What follows belongs to an exercise in optimizing a design on an open flow for small area and a short achievable clock period; a production flow would make more cautious choices. Only simulation tests tie the RTL to the original design; equivalence was not proved. No activity file was given, so power comes from the tool's default toggle rates.

## flow/design.v (module list and top-level ports; edited modules follow where they fit)
// module MAC: 3803 lines
module MAC(
	clk,
	rst_n,
	in_valid,
	in_mode,
	in_act,
	in_wgt,
	out_act_idx,
	out_wgt_idx,
	out_idx,
	out_valid,
	out_data,
	out_finish
);
  // ...
==> flow/flow/run.sh <==
#!/bin/bash
# Layout flow: the standard flow, except that synthesis skips Yosys's early
# "abc -fast" pass (SYNTH_ARGS=-noabc), so the full adders the RTL spells out
# map to full-adder cells without inverters between them. The registers keep
# the standard synthesis's instance names and cell types: the standard
# synthesis is run first for reference, and if the two differ in anything but
# the names, its netlist is used unchanged. Ports are buffered with buf_2 rather
# than the delay cell buffer_ports picks by default. Each step logs to a file here.
set -u
RES=$PWD/orfs/results/$FLOW_PLATFORM/MAC/base

bash standard.sh synth > 1_synth_standard.log 2>&1 || exit 1
cp "$RES/1_2_yosys.v" standard_netlist.v

bash standard.sh clean_synth > 1_clean.log 2>&1
if SYNTH_ARGS=-noabc bash standard.sh "$RES/1_2_yosys.v" > 1_synth_noabc.log 2>&1 &&
   python3 flow/match_regs.py standard_netlist.v "$RES/1_2_yosys.v" > 1_match_regs.log 2>&1; then
  echo "using the netlist synthesized without the early ABC pass" >> 1_match_regs.log
else
  echo "falling back to the standard netlist" >> 1_match_regs.log
  bash standard.sh clean_synth >> 1_clean.log 2>&1
  bash standard.sh synth > 1_synth_standard2.log 2>&1 || exit 1
fi

export BUFFER_PORTS_ARGS="-buffer_cell sky130_fd_sc_hd__buf_2"
bash standard.sh > 2_layout.log 2>&1
==> flow/flow/match_regs.py <==
#!/usr/bin/env python3
"""Give the registers of a netlist the instance names of a reference netlist.

usage: match_regs.py REF.v NET.v

Both netlists come from the same RTL; register instance names have the form
<register bit>$<Yosys flip-flop type>, and the type part can differ between two
syntheses (an enable or reset absorbed with the other polarity). Each register
of NET.v is renamed to the reference register with the same register bit. NET.v
is rewritten only if both hold the same register bits in the same cell types;
otherwise the script exits with status 1 and leaves NET.v alone.
"""
import re
import sys

INST = re.compile(r'^(\s*)(sky130_fd_sc_hd__\w+)(\s+)(\S+)(\s*\()')
SEQ = re.compile(r'sky130_fd_sc_hd__(df|edf|sdf|dl)')


def regs(lines):
    found = {}
    for k, line in enumerate(lines):
        m = INST.match(line)
        if not m or not SEQ.match(m.group(2)):
            continue
        name = m.group(4)
        plain = name[1:] if name.startswith('\\') else name
        cut = plain.rfind('$_')
        base = plain[:cut] if cut >= 0 else plain
        if base in found:
            raise SystemExit(f"two registers share the bit name {base}")
        found[base] = (m.group(2), name, k)
    return found


def main():
    ref_lines = open(sys.argv[1]).read().split('\n')
    net_lines = open(sys.argv[2]).read().split('\n')
    ref, net = regs(ref_lines), regs(net_lines)
    if set(ref) != set(net):
        print("register bits differ:", sorted(set(ref) ^ set(net))[:20])
        return 1
    bad = [b for b in ref if ref[b][0] != net[b][0]]
    if bad:
        print("cell types differ:", [(b, ref[b][0], net[b][0]) for b in bad[:20]])
        return 1
    renamed = 0
    for b, (cell, name, k) in net.items():
        new = ref[b][1]
        if new != name:
            m = INST.match(net_lines[k])
            net_lines[k] = m.group(1) + cell + m.group(3) + new + \
                (' ' if new.startswith('\\') and not m.group(5).startswith(' ') else '') + \
                m.group(5) + net_lines[k][m.end():]
            renamed += 1
    open(sys.argv[2], 'w').write('\n'.join(net_lines))
    print(f"{len(net)} registers, {renamed} renamed")
    return 0


if __name__ == '__main__':
    sys.exit(main())
==> flow/standard.sh <==
#!/bin/bash
# synth_recipe.tcl (not shown) runs the flow's synth.tcl, then flattens the netlist and writes it again
# the make line also repeats each setting of config.mk as NAME=value (left out here)
make -C /OpenROAD-flow-scripts/flow DESIGN_CONFIG=/design/flow/config.mk WORK_HOME=/design/flow/orfs CLKGATE_MAP_FILE= SYNTH_SCRIPT=/design/flow/synth_recipe.tcl "${@:-finish}"
==> flow/config.mk <==
export PLATFORM = sky130hd
export DESIGN_NAME = MAC
export DESIGN_NICKNAME = MAC
export VERILOG_FILES = /design/flow/design.v
export SDC_FILE = /design/flow/constraint.sdc
export NUM_CORES = 4
export LEC_CHECK = 0
export CAP_MARGIN = 20
export CORE_MARGIN = 2
export CORE_UTILIZATION = 40
export CTS_BUF_LIST = sky130_fd_sc_hd__clkbuf_8
export SETUP_SLACK_MARGIN = 4.0
export SLEW_MARGIN = 20
==> flow/constraint.sdc <==
create_clock -name core_clock -period 8.4 [get_ports {clk}]
set_input_delay 1.6800 -clock core_clock [delete_from_list [all_inputs] [get_ports {clk}]]
set_output_delay 1.6800 -clock core_clock [all_outputs]
set_load 0.01 [all_outputs]
==> results.yml, run 1 <==
status:
  outcome: "finished clean"
timing:
  setup_viol: 0
  fmax_mhz: 230
  slew_violations: 0
  rsz0062_at_grt: "yes"
  setup_tns_ns: 0
logic_synthesis:
  synth_top_cell_area_share_pct: 48.0
  ys_warn_count: 1
  synth_top_area_cell: "fa_1"
  ys_seq_area_share_pct: 28.4
  ys_top_cells_by_area: "fa_1, edfxtp_1, nor2_1"
global_route:
  grt_pass1_wl_um: 208000
  grt_pass1_vias: 31406
  grt_use_met2_pct: 39.5
  met3_usage_pct: 9.88
routing:
  ant_nets: 0
  via_per_inst: 5.67
  wire_per_inst_um: 28.8
  maxUsedRoutingLayer: "met5"
  vias: 29512
  met3_length_um: 24200
  remaining_drc_errors: 0
min_path:
  holdCritPathClass: "reg -> reg"
  hold_depth: 1
layout:
  final_common_cell: "nor2_1"
  nClkBuffers: 88
  drive_above_1_share_pct: 11.7
  largest_cell_class: "multi-input gates"
  regArea_um2: 11800
  fillCellCount: 9589
clock_tree:
  cts.htree.levels: 3
die:
  nWellTaps: 1380
  dieHeight_um: 326
  die_w_um: 326
placed_design:
  dpl_cell_area_um2: 43600
  place_ws_ns: 3.32
power_and_ir_drop:
  seqPwrFrac_pct: 21.2
  comb_power_mw: 11.5
setup_path:
  worstSetupPathType: "reg -> reg"
  cp.depth: 8
  regToRegSetupSlack_ns: 4.05
  crit_path_end: "ry6[6]$_DFF_P_"
==> run 2, diff against run 1 <==
--- a/flow/config.mk
+++ b/flow/config.mk
@@ -7,2 +7,3 @@
 export LEC_CHECK = 0
+export ABC_AREA = 1
 export CAP_MARGIN = 20
==> results.yml, run 2 <==
status:
  outcome: "finished clean"
timing:
  finalCriticalPeriod_ns: 4.38
  fin_skew_ns: 0.0492
  fin_ws_ns: 4.02
  setup_viol: 0
  rsz0062_at_grt: "yes"
  fmax_mhz: 228
  worst_slew_pin_slew_ns: 1.15
  setup_tns_ns: 0
  period_share_pct: 52.2
  relSlewSlack_pct: 23.0
  timing.hold.ws_ns: 0.494
  hold_viol: 0
  slew_violations: 0
setup_path:
  cp_max_fo: 28
  crit_start: "wr[7]$_SDFF_PP1_"
  crit_slowest_cell: "fa_1"
  crit_chain: "buf_8 -> nor2_1 -> fa_1 -> fa_1 -> fa_1 -> fa_1 -> fa_1 -> fa_1 -> fa_1"
  required_ns: 8.95
  critical_path.max_stage_delay_ns: 0.57
  r2r_start: "wr[7]$_SDFF_PP1_"
  r2r-end: "rx4[8]$_DFF_P_"
  path_common_cell: "fa_1"
  start_kind: "flop"
  crit_family: "adder cells"
  worst-r2r-cell-count: 9
  critPathBufInv: 1
  crit_arrival_ns: 4.93
  endpoint_kind: "flop"
  worstSetupPathType: "reg -> reg"
  regToRegSetupSlack_ns: 4.02
layout:
  stdcell_count: 5396
  final_cell_mix: "nor2_1, fa_1, nand2_1"
  nets: 5102
  final_util_pct: 45.4
  drive_above_1_share_pct: 11.4
  syn2layout_area_growth_pct: 12.9
  final_common_cell: "nor2_1"
  postLayoutCellArea_um2: 47000
global_route:
  grt_pass1_vias: 31704
  grt_max_degree: 113
  grt_pass1_wl_um: 213000
  track_usage_pct: 27.6
  globalRouteOverflowTotal: 0
  antenna_found_initial: 9
die:
  placementRows: 118
  dieHeight_um: 326
  fp.coreArea_um2: 103000
  die_w_um: 326
  pin_count: 182
  dieArea_um2: 107000
  start_util_pct: 40.2
clock_tree:
  cts_root_buffer: "clkbuf_8"
  cts.clk_slew.worst_paths_ns: 0.06
  clockBufferDepth: 3
  cts.htree.levels: 3
  cts_made_buffers: 82
  insertion_delay_ns: 0.73
  cts.sinks: 456
  tritoncts: "yes"
logic_synthesis:
  synthSimpleGateAreaFrac_pct: 15.8
  postSynth.asyncResetShare_pct: 2.63
  netlist_instances: 3754
  synthXorXnorAreaFrac_pct: 0.566
  netlist_area_um2: 41600
  ys_top_cells_by_area: "fa_1, edfxtp_1, nor2_1"
  syn_area_per_cell_um2: 11.1
  synth_ff_type: "edfxtp_1"
  synth_compound_area_share_pct: 1.50
  synth_most_common_cell: "nor2_1"
  ys_seq_area_share_pct: 28.3
  synth_top_area_cell: "fa_1"
  synth_fa_ha_area_share_pct: 50.6
  muxShareOfSynthArea_pct: 0
  synth_top_family_by_area: "adder cells"
  synth_common_cells: "nor2_1, fa_1, nand2_1, edfxtp_1, dfxtp_1"
  synth_top_cell_area_share_pct: 47.7
  synth_edf_count: 256
  ys_warn_count: 1
  ys_ff_latch: 456
  ys_types: 30
routing:
  wire_per_inst_um: 28.0
  remaining_drc_errors: 0
  drtIter0Drc: 3883
  dr.pass1.iters: 6
  ant_nets: 0
  vias: 29989
  totalWireLength_um: 151000
  via_per_inst: 5.56
power_and_ir_drop:
  finalPower_mw: 17.8
  pwr_density_cell_nw_per_um2: 379
  vdd_drop_max_mv: 0.270
  power.leakage_nw: 21.6
min_path:
  worstHoldStart: "out_finish$_DFF_PN0_"
  whs_endpoint: "cs$_DFFE_PN0P_"
  holdCritPathClass: "reg -> reg"
  hold_depth: 1
placed_design:
  post-place-cells: 5156
  dpl_cell_area_um2: 43700
  port_buffers: 173
  place_hpwl_um: 100000
  gp_congestion: 0.938
  place_ws_ns: 3.44
run:
  max_cap_violations: 0
## run 2: changes by cell type after synthesis, moves of 9 or more
cell      before   now
nand3_1        2    35
a31oi_1       14     0
inv_1        168   150
a21oi_1      194    18
o21ai_0       15   100
buf_1         19    28
nand2_1       63   516
nor2_1      1230  1162
nor2b_1       16     0
a21o_1        19     0
clkbuf_1     123   108
xnor2_1       24     9
## run 2: worst max path at each step
stage | to | slack [ns] | cells past startpoint
after global placement | ry6[6]$_DFF_P_ | 3.49 | 9
after global routing | ry4[6]$_DFF_P_ | 3.95 | 9
after CTS | ry4[6]$_DFF_P_ | 3.98 | 8
after detailed placement | ry6[6]$_DFF_P_ | 3.44 | 9
final | rx4[8]$_DFF_P_ | 4.02 | 9
after floorplan | ry2[6]$_DFF_P_ | 4.07 | 10
## run 2: kinds of logic after synthesis
kind of cell | Yosys count
and+or+nand+nor | 1724
adders and majority gates | 1086
DFF | 456
buffers and inverters | 340
AOI/OAI and AO/OA | 121
xor gates and xnor gates | 26
other | 1
## run 2: timing repair
item / 4_1_cts / 5_1_grt
cloned: 0 / 1
resized for setup: 39 / 49
hold buffers: 0 / 0
buffers inserted: 17 / 66
pin swaps: 0 / 0
setup endpoints to repair: 87 / 52
## run 2: cell type report
type / count / area [um^2]
repair buffers: 287 / 2610
flip-flops and latches: 456 / 11800
fillers: 9654 / 56400
well taps: 1380 / 1730
inverters: 152 / 572
diodes: 4 / 10.0
clock inverters: 65 / 524
clock buffers: 87 / 1200
multi-input cells: 2965 / 28500
## run 2: worst register-to-register path, cell delays in order, from the launching register on
cell	delay, ns
dfxtp_2	0.33
buf_8	0.34
nor2_1	0.16
fa_1	0.53
fa_1	0.50
fa_1	0.46
fa_1	0.44
fa_1	0.57
fa_1	0.44
fa_1	0.44
## run 2: per-layer routing
layer	GRT usage [%]	routed length [um]
met5	0	111
met3	10.1	23100
met1	36.7	54800
met4	13.3	9780
met2	40.0	63100
## run 2: power by group
group	internal, mW	total, mW	switching (mW)
registers	3.26	3.73	0.470
logic	5.36	11.8	6.43
clock network	1.17	2.27	1.10
==> run 3, diff against run 2 <==
--- a/flow/config.mk
+++ b/flow/config.mk
@@ -7,3 +7,2 @@
 export LEC_CHECK = 0
-export ABC_AREA = 1
 export CAP_MARGIN = 20
@@ -12,2 +11,3 @@
 export CTS_BUF_LIST = sky130_fd_sc_hd__clkbuf_8
+export PLACE_DENSITY = 0.7
 export SETUP_SLACK_MARGIN = 4.0
==> results.yml, run 3 <==
status:
  outcome: "finished clean"
setup_path:
  crit_family: "adder cells"
  start_kind: "flop"
  worstSetupPathType: "reg -> reg"
  path_common_cell: "fa_1"
  regToRegSetupSlack_ns: 3.98
  critPathBufInv: 0
  cp_max_fo: 28
  endpoint_kind: "flop"
  critical_path.max_stage_delay_ns: 0.75
  crit_slowest_cell: "dfxtp_4"
  required_ns: 8.99
  crit_chain: "nor2_1 -> fa_1 -> fa_1 -> fa_1 -> fa_1 -> fa_1 -> fa_1 -> fa_1"
  crit_arrival_ns: 5.01
clock_tree:
  clockBufferDepth: 3
  cts.clk_slew.worst_paths_ns: 0.06
  cts.sinks: 456
  cts_made_buffers: 79
  cts_root_buffer: "clkbuf_8"
  insertion_delay_ns: 0.73
  ctsHoldBuffers: 0
  tritoncts: "yes"
  cts.htree.levels: 3
logic_synthesis:
  ys_top_cells_by_area: "fa_1, edfxtp_1, nor2_1"
  netlist_area_um2: 41400
  synth_top_area_cell: "fa_1"
  ys_ff_latch: 456
  synth_common_cells: "nor2_1, fa_1, edfxtp_1, a21oi_1, dfxtp_1"
  ys_types: 47
  synth_top_cell_area_share_pct: 48.0
  ys_warn_count: 1
  ys_seq_area_share_pct: 28.4
  postSynth.asyncResetShare_pct: 2.63
  syn_area_per_cell_um2: 11.6
  netlist_instances: 3560
  synth_ff_type: "edfxtp_1"
  synth_most_common_cell: "nor2_1"
  synth_edf_count: 256
timing:
  setup_tns_ns: 0
  hold_viol: 0
  fmax_mhz: 226
  fin_ws_ns: 3.98
  period_share_pct: 52.6
  fin_skew_ns: 0.0407
  worst_slew_pin_slew_ns: 1.29
  setup_viol: 0
  finalCriticalPeriod_ns: 4.42
  relSlewSlack_pct: 13.7
  rsz0062_at_grt: "yes"
  slew_violations: 0
global_route:
  globalRouteOverflowTotal: 0
  antenna_found_initial: 16
  grt_pass1_vias: 31332
  grt_max_degree: 206
  track_usage_pct: 26.1
  grt_pass1_wl_um: 202000
placed_design:
  dpl_cell_area_um2: 43500
  place_hpwl_um: 97700
  post-place-cells: 4962
  place_ws_ns: 3.63
  gp_congestion: 0.957
  port_buffers: 173
layout:
  stdcell_count: 5186
  final_common_cell: "nor2_1"
  drive_above_1_share_pct: 11.2
  fillCellCount: 9468
  postLayoutCellArea_um2: 46400
  final_cell_mix: "nor2_1, fa_1, edfxtp_1"
  nets: 4886
  syn2layout_area_growth_pct: 12.1
die:
  dieArea_um2: 106000
  placementRows: 118
  pin_count: 182
  die_w_um: 326
  fp.coreArea_um2: 103000
  start_util_pct: 40.2
  dieHeight_um: 326
min_path:
  holdCritPathClass: "reg -> reg"
routing:
  via_per_inst: 5.72
  totalWireLength_um: 146000
  dr.pass1.iters: 6
  vias: 29686
  ant_nets: 0
  drtIter0Drc: 4393
  remaining_drc_errors: 0
  wire_per_inst_um: 28.2
power_and_ir_drop:
  vdd_drop_max_mv: 0.323
  finalPower_mw: 17.3
  power.leakage_nw: 20.9
  pwr_density_cell_nw_per_um2: 373
run:
  max_cap_violations: 0
-- run 3: changes by cell type in the layout (fill, tap and decap cells not counted), sizes merged, moves of 19 or more --
cell / delta
nand2: -453
a21oi: +176
o21ai: -86
nor2: +68
nand3: -34
inv: +26
a21o: +19
buf: -19
-- run 3: repair_timing --
| action | in CTS | in global routing |
|---|---|---|
| hold endpoints to repair | 0 | 0 |
| setup buffers | 14 | 50 |
| gates resized for setup | 37 | 38 |
| endpoints found under the setup margin | 77 | 55 |
| cloned | 0 | 1 |
-- run 3: worst paths after layout --
kind | start | end | cells past startpoint
min in group asynchronous | rst_n | mode$_DFF_PN0_ | 1
setup reg to reg | wr[9]$_DFF_P_ | ry5[5]$_DFF_P_ | 8
max in group asynchronous | rst_n | out_wgt_idx[0]$_DFF_PN1_ | 1
setup / recovery | wr[9]$_DFF_P_ | ry5[5]$_DFF_P_ | 8
hold reg to reg | cs$_DFFE_PN0P_ | cs$_DFFE_PN0P_ | 1
hold / removal | cs$_DFFE_PN0P_ | cs$_DFFE_PN0P_ | 1
-- run 3: per-layer routing --
metal | wire length (um) | track usage, % | share of wire (%)
met1 | 48400 | 33.6 | 33
met2 | 61900 | 37.9 | 42
met3 | 26200 | 11.1 | 18
met4 | 9600 | 12.8 | 6.6
met5 | 82 | 0.133 | 0.056
-- run 3: area by class of cell --
cell class | count | area, um^2 | area share (%)
Antenna cell | 11 | 27.5 | 0.0593
Inverter | 168 | 631 | 1.36
Multi-Input combinational cell | 2754 | 28200 | 60.9
Sequential cell | 456 | 11800 | 25.5
Clock buffer | 80 | 1100 | 2.37
Tap cell | 1380 | 1730 | 3.72
Clock inverter | 68 | 433 | 0.933
Timing Repair Buffer | 269 | 2380 | 5.14
-- run 3: kinds of logic after synthesis --
logic type	after synthesis	share of synthesized area (%)
compound gates	287	4.00
fa+ha+maj	1086	50.8
xor+xnor	34	0.719
flops	456	28.4
other cells	1	0.00906
buf+inv	357	3.51
mux	1	0.0544
simple gates	1338	12.5
-- run 3: stage by stage --
stage	hold WS (ns)	utilization, %
finish	0.471	45.0
global route	0.506	45.0
CTS	0.475	44.0
detailed placement	0.461	42.2
global placement	0.455	42.2
floorplan	0.441	-
-- run 3: power breakdown --
part           internal, mW  switching (mW)
sequential             3.25           0.511
combinational          5.26            6.26
clock                  1.00            1.03
==> run 4, diff against run 3 <==
--- a/flow/config.mk
+++ b/flow/config.mk
@@ -10,4 +10,2 @@
 export CORE_UTILIZATION = 40
-export CTS_BUF_LIST = sky130_fd_sc_hd__clkbuf_8
-export PLACE_DENSITY = 0.7
 export SETUP_SLACK_MARGIN = 4.0
==> results.yml, run 4 <==
clock_tree:
  cts_made_buffers: 54
  cts_root_buffer: "clkbuf_16"
  ctsHoldBuffers: 0
  tritoncts: "yes"
  cts.htree.levels: 2
  cts.clk_slew.worst_paths_ns: 0.07
  clockBufferDepth: 3
  insertion_delay_ns: 0.65
  cts.sinks: 456
timing:
  worst_slew_pin_slew_ns: 1.24
  fin_skew_ns: 0.0225
  fmax_mhz: 230
  slew_violations: 0
  setup_viol: 0
  period_share_pct: 51.7
  setup_tns_ns: 0
  finalCriticalPeriod_ns: 4.34
  hold_viol: 0
  relSlewSlack_pct: 16.9
  rsz0062_at_grt: "yes"
  fin_ws_ns: 4.06
layout:
  stdcell_count: 5144
  drive_above_1_share_pct: 10.7
  syn2layout_area_growth_pct: 12.8
  fillCellCount: 9562
  final_util_pct: 45.3
  final_common_cell: "nor2_1"
  final_cell_mix: "nor2_1, fa_1, edfxtp_1"
  nets: 4869
  postLayoutCellArea_um2: 46700
logic_synthesis:
  ys_warn_count: 1
  synth_edf_count: 256
  synth_most_common_cell: "nor2_1"
  netlist_area_um2: 41400
  ys_ff_latch: 456
  netlist_instances: 3560
  ys_seq_area_share_pct: 28.4
  ys_types: 47
  ys_top_cells_by_area: "fa_1, edfxtp_1, nor2_1"
  synth_ff_type: "edfxtp_1"
  postSynth.asyncResetShare_pct: 2.63
  synth_top_cell_area_share_pct: 48.0
  syn_area_per_cell_um2: 11.6
  synth_top_area_cell: "fa_1"
  synth_common_cells: "nor2_1, fa_1, edfxtp_1, a21oi_1, dfxtp_1"
setup_path:
  crit_slowest_cell: "dfxtp_4"
  start_kind: "flop"
  critical_path.max_stage_delay_ns: 0.68
  path_common_cell: "fa_1"
  critPathBufInv: 0
  cp_max_fo: 24
  required_ns: 8.91
  endpoint_kind: "flop"
  worstSetupPathType: "reg -> reg"
  crit_arrival_ns: 4.84
  crit_family: "adder cells"
  crit_chain: "nor2_1 -> fa_1 -> fa_1 -> fa_1 -> fa_1 -> fa_1 -> fa_1 -> fa_1"
placed_design:
  port_buffers: 173
  place_ws_ns: 3.32
  post-place-cells: 4973
  gp_congestion: 0.948
  place_hpwl_um: 101000
  dpl_cell_area_um2: 43600
global_route:
  grt_max_degree: 176
  antenna_found_initial: 16
  track_usage_pct: 26.9
  grt_pass1_vias: 31045
  globalRouteOverflowTotal: 0
  grt_pass1_wl_um: 207000
power_and_ir_drop:
  pwr_density_cell_nw_per_um2: 378
  combPwrFrac_pct: 64.8
  power_frac_clock_pct: 14.0
  internal_power_mw: 9.93
  seqPwrFrac_pct: 21.2
  power_switching_mw: 7.74
  vdd_drop_max_mv: 0.339
  swShare_pct: 43.8
  power.leakage_nw: 21.0
die:
  start_util_pct: 40.2
  dieArea_um2: 106000
  dieHeight_um: 326
  die_w_um: 326
  pin_count: 182
  placementRows: 118
  fp.coreArea_um2: 103000
routing:
  drtIter0Drc: 4160
  wire_per_inst_um: 28.7
  totalWireLength_um: 148000
  ant_nets: 0
  dr.pass1.iters: 6
  via_per_inst: 5.66
  vias: 29111
  remaining_drc_errors: 0
run:
  max_cap_violations: 0
status:
  outcome: "finished clean"
min_path:
  holdCritPathClass: "reg -> reg"
run 4: cell counts after synthesis:
Identical to the previous run, type by type.
run 4: cell type report:
type | instances | area [um^2] | share of cell area (%)
diodes | 8 | 20.0 | 0.0429
clock buffers | 68 | 1510 | 3.23
clock inverters | 33 | 344 | 0.737
inverters | 168 | 631 | 1.35
multi-input cells | 2754 | 28200 | 60.5
flip-flops and latches | 456 | 11800 | 25.3
well taps | 1380 | 1730 | 3.70
repair buffers | 277 | 2400 | 5.14
run 4: kinds of logic after synthesis:
logic type,synth area share [%]
simple gates,12.5
compound gates,4.00
flops,28.4
mux,0.0544
xor+xnor,0.719
buf+inv,3.51
fa+ha+maj,50.8
other cells,0.00906
run 4: power groups by stage:
stage	Clock, mW	Combinational [mW]	Sequential (mW)
2_1_floorplan	0	7.93	3.56
3_3_place_gp	0	11.0	3.86
3_5_place_dp	0	11.4	3.85
4_1_cts	2.51	11.6	3.79
5_1_grt	2.59	13.4	3.78
6_report	2.47	11.5	3.75
run 4: through the flow:
step                power, mW  hold WS, ns
CTS                      17.9        0.488
global placement         14.9        0.456
detailed placement       15.3        0.474
floorplan                11.5        0.441
global route             19.7        0.512
finish                   17.7        0.482
run 4: path summary, 6_finish.rpt:
path                                   start                        to  slack, ns  depth (start not counted)
max                        wc8[3]$_SDFF_PN1_            ry4[7]$_DFF_P_       4.06                          8
min                           cs$_DFFE_PN0P_            cs$_DFFE_PN0P_       0.48                          1
max reg2reg                wc8[3]$_SDFF_PN1_            ry4[7]$_DFF_P_       4.06                          8
min reg2reg                   cs$_DFFE_PN0P_            cs$_DFFE_PN0P_       0.48                          1
max in group asynchronous              rst_n  out_wgt_idx[0]$_DFF_PN1_       7.20                          1
min in group asynchronous              rst_n            mode$_DFF_PN0_       0.91                          1
run 4: metal layers:
layer	GRT usage [%]	share of wire, %
met5	0.932	0.066
met4	11.3	5.3
met3	8.96	16
met2	39.4	43
met1	36.6	36
run 4: what timing repair did:
item                       in CTS  in global routing
setup endpoints to repair      93                 57
pin swaps                       0                  0
gates resized for setup        40                 51
cloned                          0                  4
buffers inserted               11                 47
==> run 5, diff against run 4 <==
--- a/flow/config.mk
+++ b/flow/config.mk
@@ -10,2 +10,4 @@
 export CORE_UTILIZATION = 40
+export CTS_CLUSTER_DIAMETER = 150
+export CTS_CLUSTER_SIZE = 20
 export SETUP_SLACK_MARGIN = 4.0
==> results.yml, run 5 <==
status:
  outcome: "finished clean"
clock_tree:
  cts_root_buffer: "clkbuf_16"
  cts.htree.levels: 1
  tritoncts: "yes"
  cts.sinks: 456
  cts_made_buffers: 27
  clockBufferDepth: 3
  cts.clk_slew.worst_paths_ns: 0.10
  insertion_delay_ns: 0.64
logic_synthesis:
  synthSimpleGateAreaFrac_pct: 12.5
  synthXorXnorAreaFrac_pct: 0.719
  ys_warn_count: 1
  netlist_area_um2: 41400
  muxShareOfSynthArea_pct: 0.0544
  synth_common_cells: "nor2_1, fa_1, edfxtp_1, a21oi_1, dfxtp_1"
  postSynth.asyncResetShare_pct: 2.63
  ys_ff_latch: 456
  synth_edf_count: 256
  synth_ff_type: "edfxtp_1"
  synth_fa_ha_area_share_pct: 50.8
  synth_top_area_cell: "fa_1"
  synth_top_family_by_area: "adder cells"
  ys_top_cells_by_area: "fa_1, edfxtp_1, nor2_1"
  synth_top_cell_area_share_pct: 48.0
  synth_most_common_cell: "nor2_1"
  ys_seq_area_share_pct: 28.4
  synth_compound_area_share_pct: 4.00
  syn_area_per_cell_um2: 11.6
  netlist_instances: 3560
  ys_types: 47
timing:
  slew_violations: 0
  finalCriticalPeriod_ns: 4.34
  fin_skew_ns: 0.0425
  period_share_pct: 51.7
  timing.hold.ws_ns: 0.488
  rsz0062_at_grt: "yes"
  setup_tns_ns: 0
  relSlewSlack_pct: 16.1
  setup_viol: 0
  hold_viol: 0
  fmax_mhz: 230
  worst_slew_pin_slew_ns: 1.26
placed_design:
  dpl_cell_area_um2: 43600
  place_hpwl_um: 101000
  port_buffers: 173
  gp_congestion: 0.948
min_path:
  holdCritPathClass: "reg -> reg"
  worstHoldStart: "cs$_DFFE_PN0P_"
  hold_depth: 1
  whs_endpoint: "cs$_DFFE_PN0P_"
power_and_ir_drop:
  vdd_drop_max_mv: 0.340
  power.leakage_nw: 20.3
  pwr_density_cell_nw_per_um2: 366
routing:
  via_per_inst: 5.65
  dr.pass1.iters: 8
  remaining_drc_errors: 0
  ant_nets: 0
  wire_per_inst_um: 28.7
  totalWireLength_um: 146000
  drtIter0Drc: 3899
  vias: 28668
layout:
  syn2layout_area_growth_pct: 9.80
  final_common_cell: "nor2_1"
  final_cell_mix: "nor2_1, fa_1, edfxtp_1"
  drive_above_1_share_pct: 9.04
  fillCellCount: 9698
  nets: 4831
  final_util_pct: 44.1
  postLayoutCellArea_um2: 45500
setup_path:
  endpoint_kind: "flop"
  required_ns: 8.92
  crit_chain: "nor2_1 -> fa_1 -> fa_1 -> fa_1 -> fa_1 -> fa_1 -> fa_1 -> fa_1"
  critical_path.max_stage_delay_ns: 0.82
  crit_slowest_cell: "edfxtp_1"
  crit_start: "a6[6]$_DFFE_PP_"
  worstSetupPathType: "reg -> reg"
  r2r-end: "ry6[6]$_DFF_P_"
  start_kind: "flop"
  r2r_start: "a6[6]$_DFFE_PP_"
  path_common_cell: "fa_1"
  regToRegSetupSlack_ns: 4.06
  worst-r2r-cell-count: 8
  cp_max_fo: 9
  crit_arrival_ns: 4.86
global_route:
  met3_usage_pct: 9.02
  grt_pass1_wl_um: 206000
  grt_use_met2_pct: 39.3
  grt_use_met1_pct: 36.3
  grt_max_degree: 176
  top_usage_layer: "met2"
  track_usage_pct: 26.7
  globalRouteOverflowTotal: 0
  grt_pass1_vias: 30862
  antenna_found_initial: 14
die:
  start_util_pct: 40.2
  die_w_um: 326
  placementRows: 118
  fp.coreArea_um2: 103000
  dieHeight_um: 326
  pin_count: 182
  dieArea_um2: 106000
run:
  max_cap_violations: 0
-- run 5: logic make-up after synthesis --
| family | count (synthesis) |
|---|---|
| multiplexers | 1 |
| AO/OA/AOI/OAI | 287 |
| AND/OR/NAND/NOR | 1338 |
| adder cells (fa/ha/maj) | 1086 |
| XOR/XNOR | 34 |
| buffers and inverters | 357 |
| flip-flops | 456 |
| other | 1 |
-- run 5: worst max-delay path by stage --
stage	to	depth (start not counted)
final	ry6[6]$_DFF_P_	8
after CTS	ry4[5]$_DFF_P_	8
after global routing	ry4[5]$_DFF_P_	9
after detailed placement	ry6[5]$_DFF_P_	9
after floorplan	ry2[6]$_DFF_P_	10
after global placement	ry5[5]$_DFF_P_	9
-- run 5: repair_timing --
action,CTS,global route
gates resized for setup,39,49
buffers inserted,12,37
cloned,0,2
endpoints found under the setup margin,95,57
hold buffers,0,0
endpoints found under the hold margin,0,0
-- run 5: stage by stage --
stage	cells	setup slack, ns	total power [mW]
final	5077	4.06	16.6
after global routing	5074	3.99	18.6
after CTS	5034	3.98	16.8
after detailed placement	4973	3.32	15.3
after global placement	4973	3.49	14.9
after floorplan	3567	4.07	11.5
-- run 5: layout make-up --
class	count	area, um^2	share of cell area (%)
antenna	4	10.0	0.0220
clock buffer	47	751	1.65
timing repair buffer	266	2250	4.95
tap	1380	1730	3.80
clock inverter	2	25.0	0.0550
inverter	168	631	1.39
multi-input combinational	2754	28200	62.1
sequential	456	11800	26.0
-- run 5: per-layer routing --
layer	up-vias	part of all wire (%)
met5	-	0.059
met4	14	5.5
met3	361	15
met2	2213	43
met1	14740	36
li1	11340	-
-- run 5: critical path: cells and delay by family, from the launching register on --
family                     cells  cell delay, ns
adders and majority gates      7            3.28
and+or+nand+nor                1            0.14
DFF                            1            0.82
-- run 5: power by group --
group	switching [mW]	internal, mW	total [mW]
Sequential	0.508	3.24	3.75
Combinational	6.20	5.23	11.4
Clock	0.833	0.614	1.45
Total	7.55	9.08	16.6
==> run 6, diff against run 5 <==
--- a/flow/config.mk
+++ b/flow/config.mk
@@ -12,3 +12,3 @@
 export CTS_CLUSTER_SIZE = 20
-export SETUP_SLACK_MARGIN = 4.0
+export SETUP_SLACK_MARGIN = 4.2
 export SLEW_MARGIN = 20
==> results.yml, run 6 <==
global_route:
  antenna_found_initial: 21
  globalRouteOverflowTotal: 0
  grt_pass1_vias: 31362
  track_usage_pct: 29.4
  grt_pass1_wl_um: 222000
  grt_max_degree: 213
timing:
  setup_tns_ns: 0
  fin_skew_ns: 0.0216
  fmax_mhz: 237
  finalCriticalPeriod_ns: 4.22
  setup_viol: 0
  timing.hold.ws_ns: 0.512
  period_share_pct: 50.2
  slew_violations: 0
  hold_viol: 0
  relSlewSlack_pct: 15.9
  fin_ws_ns: 4.18
  worst_slew_pin_slew_ns: 1.26
  rsz0062_at_grt: "yes"
setup_path:
  critPathBufInv: 1
  crit_arrival_ns: 4.68
  regToRegSetupSlack_ns: 4.18
  worstSetupPathType: "reg -> reg"
  crit_slowest_cell: "fa_1"
  required_ns: 8.86
  cp_max_fo: 7
  r2r_start: "wr[12]$_DFF_P_"
  crit_family: "adder cells"
  endpoint_kind: "flop"
  critical_path.max_stage_delay_ns: 0.57
  crit_chain: "clkbuf_16 -> nor2_1 -> fa_1 -> fa_1 -> fa_1 -> fa_1 -> fa_1 -> ha_1 -> fa_1"
  start_kind: "flop"
  r2r-end: "rs0[3]$_DFF_P_"
  worst-r2r-cell-count: 9
  path_common_cell: "fa_1"
logic_synthesis:
  ys_seq_area_share_pct: 28.4
  synth_top_area_cell: "fa_1"
  ys_ff_latch: 456
  synth_top_cell_area_share_pct: 48.0
  netlist_area_um2: 41400
  ys_warn_count: 1
  synth_ff_type: "edfxtp_1"
  synth_edf_count: 256
  synth_common_cells: "nor2_1, fa_1, edfxtp_1, a21oi_1, dfxtp_1"
  syn_area_per_cell_um2: 11.6
  ys_top_cells_by_area: "fa_1, edfxtp_1, nor2_1"
  synth_most_common_cell: "nor2_1"
  postSynth.asyncResetShare_pct: 2.63
  ys_types: 47
  netlist_instances: 3560
clock_tree:
  clockBufferDepth: 3
  cts.clk_slew.worst_paths_ns: 0.09
  cts_made_buffers: 26
  cts_root_buffer: "clkbuf_16"
  insertion_delay_ns: 0.63
  ctsHoldBuffers: 0
  cts.sinks: 456
  cts.htree.levels: 1
  tritoncts: "yes"
placed_design:
  port_buffers: 173
  dpl_cell_area_um2: 43600
  gp_congestion: 0.935
  place_hpwl_um: 98800
  post-place-cells: 4975
  place_ws_ns: 3.50
layout:
  postLayoutCellArea_um2: 48400
  syn2layout_area_growth_pct: 16.9
  drive_above_1_share_pct: 19.6
  final_cell_mix: "nor2_1, fa_1, edfxtp_1"
  final_common_cell: "nor2_1"
  stdcell_count: 5212
  nets: 4959
  final_util_pct: 47.0
power_and_ir_drop:
  finalPower_mw: 17.1
  vdd_drop_max_mv: 0.329
  pwr_density_cell_nw_per_um2: 354
  power.leakage_nw: 21.1
status:
  outcome: "finished clean"
die:
  pin_count: 182
  die_w_um: 326
  fp.coreArea_um2: 103000
  placementRows: 118
  dieArea_um2: 106000
  start_util_pct: 40.2
  dieHeight_um: 326
routing:
  wire_per_inst_um: 32.3
  via_per_inst: 5.87
  remaining_drc_errors: 0
  vias: 30612
  totalWireLength_um: 168000
  ant_nets: 0
  dr.pass1.iters: 7
  drtIter0Drc: 4823
min_path:
  holdCritPathClass: "reg -> reg"
  hold_depth: 1
  worstHoldStart: "cs$_DFFE_PN0P_"
  whs_endpoint: "cs$_DFFE_PN0P_"
run:
  max_cap_violations: 0
run 6: cell counts after synthesis:
No cell type changed its count.
run 6: area by class of cell:
type,count,area (um^2)
fill,9294,54600
multi-input combinational,2754,28900
sequential,456,11900
timing repair buffer,395,4460
tap,1380,1730
clock buffer,48,764
inverter,168,631
antenna,11,27.5
run 6: metal layers:
metal	up-vias	global-route usage, %	part of all wire (%)
li1	11627	-	-
met5	-	0	0.22
met3	699	12.3	19
met2	2814	42.0	40
met4	32	16.2	8.7
met1	15440	38.0	33
run 6: worst max-delay path by stage:
stage / startpoint / end / slack, ns / cells past startpoint
2_1_floorplan: wr[23]$_SDFF_PP1_ / ry4[7]$_DFF_P_ / 4.20 / 10
3_3_place_gp: wr[2]$_SDFF_PP1_ / ry6[6]$_DFF_P_ / 3.62 / 9
3_5_place_dp: wr[2]$_SDFF_PP1_ / ry6[6]$_DFF_P_ / 3.50 / 9
4_1_cts: wr[14]$_DFF_P_ / ry4[6]$_DFF_P_ / 4.18 / 9
5_1_grt: wr[7]$_SDFF_PP1_ / ry1[6]$_DFF_P_ / 4.14 / 10
6_report: wr[12]$_DFF_P_ / rs0[3]$_DFF_P_ / 4.18 / 9
run 6: timing repair:
item                                    CTS  global route
cloned                                   13            22
endpoints found under the setup margin   96            51
setup buffers                            99            44
resized for setup                       185           221
pin swaps                                24            46
run 6: logic make-up after synthesis:
group / Yosys count / synth area share, %
mux: 1 / 0.0544
buf+inv: 357 / 3.51
xor+xnor: 34 / 0.719
simple gates: 1338 / 12.5
flops: 456 / 28.4
other cells: 1 / 0.00906
compound gates: 287 / 4.00
fa+ha+maj: 1086 / 50.8
run 6: where the power goes:
group	switching, mW	internal (mW)
Combinational	6.44	5.55
Clock	0.814	0.615
Sequential	0.473	3.24
Total	7.73	9.41
==> run 7, diff against run 6 <==
--- a/flow/config.mk
+++ b/flow/config.mk
@@ -10,5 +10,4 @@
 export CORE_UTILIZATION = 40
-export CTS_CLUSTER_DIAMETER = 150
-export CTS_CLUSTER_SIZE = 20
-export SETUP_SLACK_MARGIN = 4.2
+export CTS_BUF_LIST = sky130_fd_sc_hd__clkbuf_8
+export SETUP_SLACK_MARGIN = 3.8
 export SLEW_MARGIN = 20
==> results.yml, run 7 <==
routing:
  totalWireLength_um: 140000
  vias: 28544
  ant_nets: 0
  wire_per_inst_um: 27.2
  remaining_drc_errors: 0
  dr.pass1.iters: 6
  drtIter0Drc: 3718
  via_per_inst: 5.56
power_and_ir_drop:
  finalPower_mw: 17.4
  pwr_density_cell_nw_per_um2: 382
  power.leakage_nw: 20.5
  vdd_drop_max_mv: 0.357
global_route:
  track_usage_pct: 26.9
  antenna_found_initial: 15
  grt_pass1_vias: 31328
  grt_pass1_wl_um: 208000
  grt_max_degree: 176
  globalRouteOverflowTotal: 0
logic_synthesis:
  synth_top_cell_area_share_pct: 48.0
  netlist_area_um2: 41400
  synth_top_area_cell: "fa_1"
  ys_types: 47
  ys_ff_latch: 456
  synth_ff_type: "edfxtp_1"
  ys_seq_area_share_pct: 28.4
  syn_area_per_cell_um2: 11.6
  ys_warn_count: 1
  postSynth.asyncResetShare_pct: 2.63
  ys_top_cells_by_area: "fa_1, edfxtp_1, nor2_1"
  synth_most_common_cell: "nor2_1"
  synth_edf_count: 256
  synth_common_cells: "nor2_1, fa_1, edfxtp_1, a21oi_1, dfxtp_1"
  netlist_instances: 3560
timing:
  rsz0062_at_grt: "no"
  finalCriticalPeriod_ns: 4.54
  fin_skew_ns: 0.0393
  setup_tns_ns: 0
  setup_viol: 0
  timing.hold.ws_ns: 0.481
  worst_slew_pin_slew_ns: 1.26
  hold_viol: 0
  relSlewSlack_pct: 15.7
  fmax_mhz: 220
  slew_violations: 0
  period_share_pct: 54.1
layout:
  final_cell_mix: "nor2_1, fa_1, edfxtp_1"
  stdcell_count: 5133
  fillCellCount: 9714
  nets: 4840
  drive_above_1_share_pct: 10.1
  final_util_pct: 44.2
  final_common_cell: "nor2_1"
  syn2layout_area_growth_pct: 9.96
setup_path:
  crit_chain: "buf_4 -> nor2_1 -> fa_1 -> fa_1 -> fa_1 -> fa_1 -> fa_1 -> fa_1 -> fa_1"
  required_ns: 8.98
  critical_path.max_stage_delay_ns: 0.63
  cp_max_fo: 28
  path_common_cell: "fa_1"
  worstSetupPathType: "reg -> reg"
  start_kind: "flop"
  crit_slowest_cell: "fa_1"
  crit_arrival_ns: 5.13
  endpoint_kind: "flop"
clock_tree:
  cts.sinks: 456
  clockBufferDepth: 3
  cts.clk_slew.worst_paths_ns: 0.06
  cts_root_buffer: "clkbuf_8"
  cts_made_buffers: 83
  insertion_delay_ns: 0.74
  ctsHoldBuffers: 0
  tritoncts: "yes"
  cts.htree.levels: 3
placed_design:
  place_hpwl_um: 101000
  post-place-cells: 4973
  gp_congestion: 0.948
  port_buffers: 173
status:
  outcome: "finished clean"
min_path:
  holdCritPathClass: "reg -> reg"
die:
  pin_count: 182
  fp.coreArea_um2: 103000
  dieHeight_um: 326
  die_w_um: 326
  dieArea_um2: 106000
  placementRows: 118
  start_util_pct: 40.2
run:
  max_cap_violations: 0
[run 7: cell counts after synthesis]
Identical to the previous run, type by type.
[run 7: metal layers]
layer | track usage [%] | share of wire [%] | wire length (um)
met3 | 9.40 | 14 | 19900
met5 | 0.932 | 0.17 | 242
met1 | 36.5 | 38 | 52700
met4 | 11.6 | 4.8 | 6710
met2 | 39.2 | 43 | 60100
[run 7: final cells by class]
class | count | area [um^2] | share of cell area (%)
Multi-Input combinational cell | 2754 | 28200 | 62.0
Timing Repair Buffer | 219 | 1340 | 2.94
Inverter | 168 | 631 | 1.39
Tap cell | 1380 | 1730 | 3.79
Antenna cell | 7 | 17.5 | 0.0385
Clock buffer | 88 | 1210 | 2.66
Clock inverter | 61 | 537 | 1.18
Sequential cell | 456 | 11800 | 26.0
[run 7: timing repair]
action / in CTS / in global routing
gates resized for setup: 16 / 18
buffers inserted: 0 / 4
endpoints found under the setup margin: 65 / 38
[run 7: kinds of logic (layout without fill, tap and decap cells)]
group / Yosys count / after routing / share of synthesized area [%]
AND/OR/NAND/NOR: 1338 / 1338 / 12.5
adder cells (fa/ha/maj): 1086 / 1086 / 50.8
flip-flops: 456 / 456 / 28.4
buffers and inverters: 357 / 536 / 3.51
AO/OA/AOI/OAI: 287 / 287 / 4.00
XOR/XNOR: 34 / 34 / 0.719
other: 1 / 15 / 0.00906
multiplexers: 1 / 1 / 0.0544
[run 7: final timing paths]
check,to,slack (ns),start,cells after the start
hold / removal,cs$_DFFE_PN0P_,0.48,cs$_DFFE_PN0P_,1
hold reg to reg,cs$_DFFE_PN0P_,0.48,cs$_DFFE_PN0P_,1
setup / recovery,ry2[6]$_DFF_P_,3.86,wr[7]$_SDFF_PP1_,9
setup reg to reg,ry2[6]$_DFF_P_,3.86,wr[7]$_SDFF_PP1_,9
min in group asynchronous,cnt[0]$_DFF_PN0_,0.82,rst_n,1
max in group asynchronous,out_wgt_idx[0]$_DFF_PN1_,7.29,rst_n,1
[run 7: metrics by stage]
stage / setup slack (ns) / area, um^2
floorplan: 4.07 / 41400
global placement: 3.49 / 43600
detailed placement: 3.32 / 43600
CTS: 3.81 / 45400
global route: 3.80 / 45500
finish: 3.86 / 45500
[run 7: worst max-delay path: cells and delay by family, from the launching register on]
family	cells	cell delay (ns)
flops	1	0.31
simple gates	1	0.17
buf+inv	1	0.55
fa+ha+maj	7	3.36
[run 7: report_power, final]
group	switching, mW	internal, mW
clock	1.07	1.26
sequential	0.579	3.25
combinational	6.07	5.16
total	7.72	9.67

what the ideal ports hide:
The flow's constraints put no driver on any port. The routed layouts listed below were extracted and timed again, unchanged, in two steps. Step 1 sets driving cells, clkbuf_16 on the clock port and buf_2 on the other inputs (assumed; they add their load-dependent delay and slew). Step 2 adds t to the input delays and takes it off the output delays; t is the mean of the earliest and latest rising clock arrival at the registers after step 1. Input paths then give back, and output paths get back, about the clock's delay inside the block. Slacks: ideal ports / drivers / drivers and shift; pairs: ideal ports / drivers.
| run | t, ns | setup WS [ns] | clock arrival spread, ns | slew at the worst register clock pin (ns) | worst data-port slew with drivers (ns) |
|---|---|---|---|---|---|
| run 1 | 0.790 | 4.053 / 4.053 / 4.053 | 0.053 / 0.053 | 0.07 / 0.07 | 0.19 |
| run 2 | 0.776 | 4.019 / 4.019 / 4.019 | 0.052 / 0.051 | 0.07 / 0.07 | 0.20 |
| run 3 | 0.772 | 3.980 / 3.980 / 3.980 | 0.041 / 0.041 | 0.07 / 0.07 | 0.21 |
| run 4 | 0.710 | 4.061 / 4.061 / 4.061 | 0.024 / 0.024 | 0.07 / 0.07 | 0.18 |
| run 5 | 0.691 | 4.058 / 4.058 / 4.058 | 0.047 / 0.047 | 0.11 / 0.11 | 0.18 |
| run 6 | 0.694 | 4.183 / 4.183 / 4.183 | 0.023 / 0.023 | 0.10 / 0.10 | 0.22 |
| run 7 | 0.780 | 3.856 / 3.856 / 3.856 | 0.043 / 0.044 | 0.07 / 0.07 | 0.18 |
After both steps setup and hold are still met in every run listed.
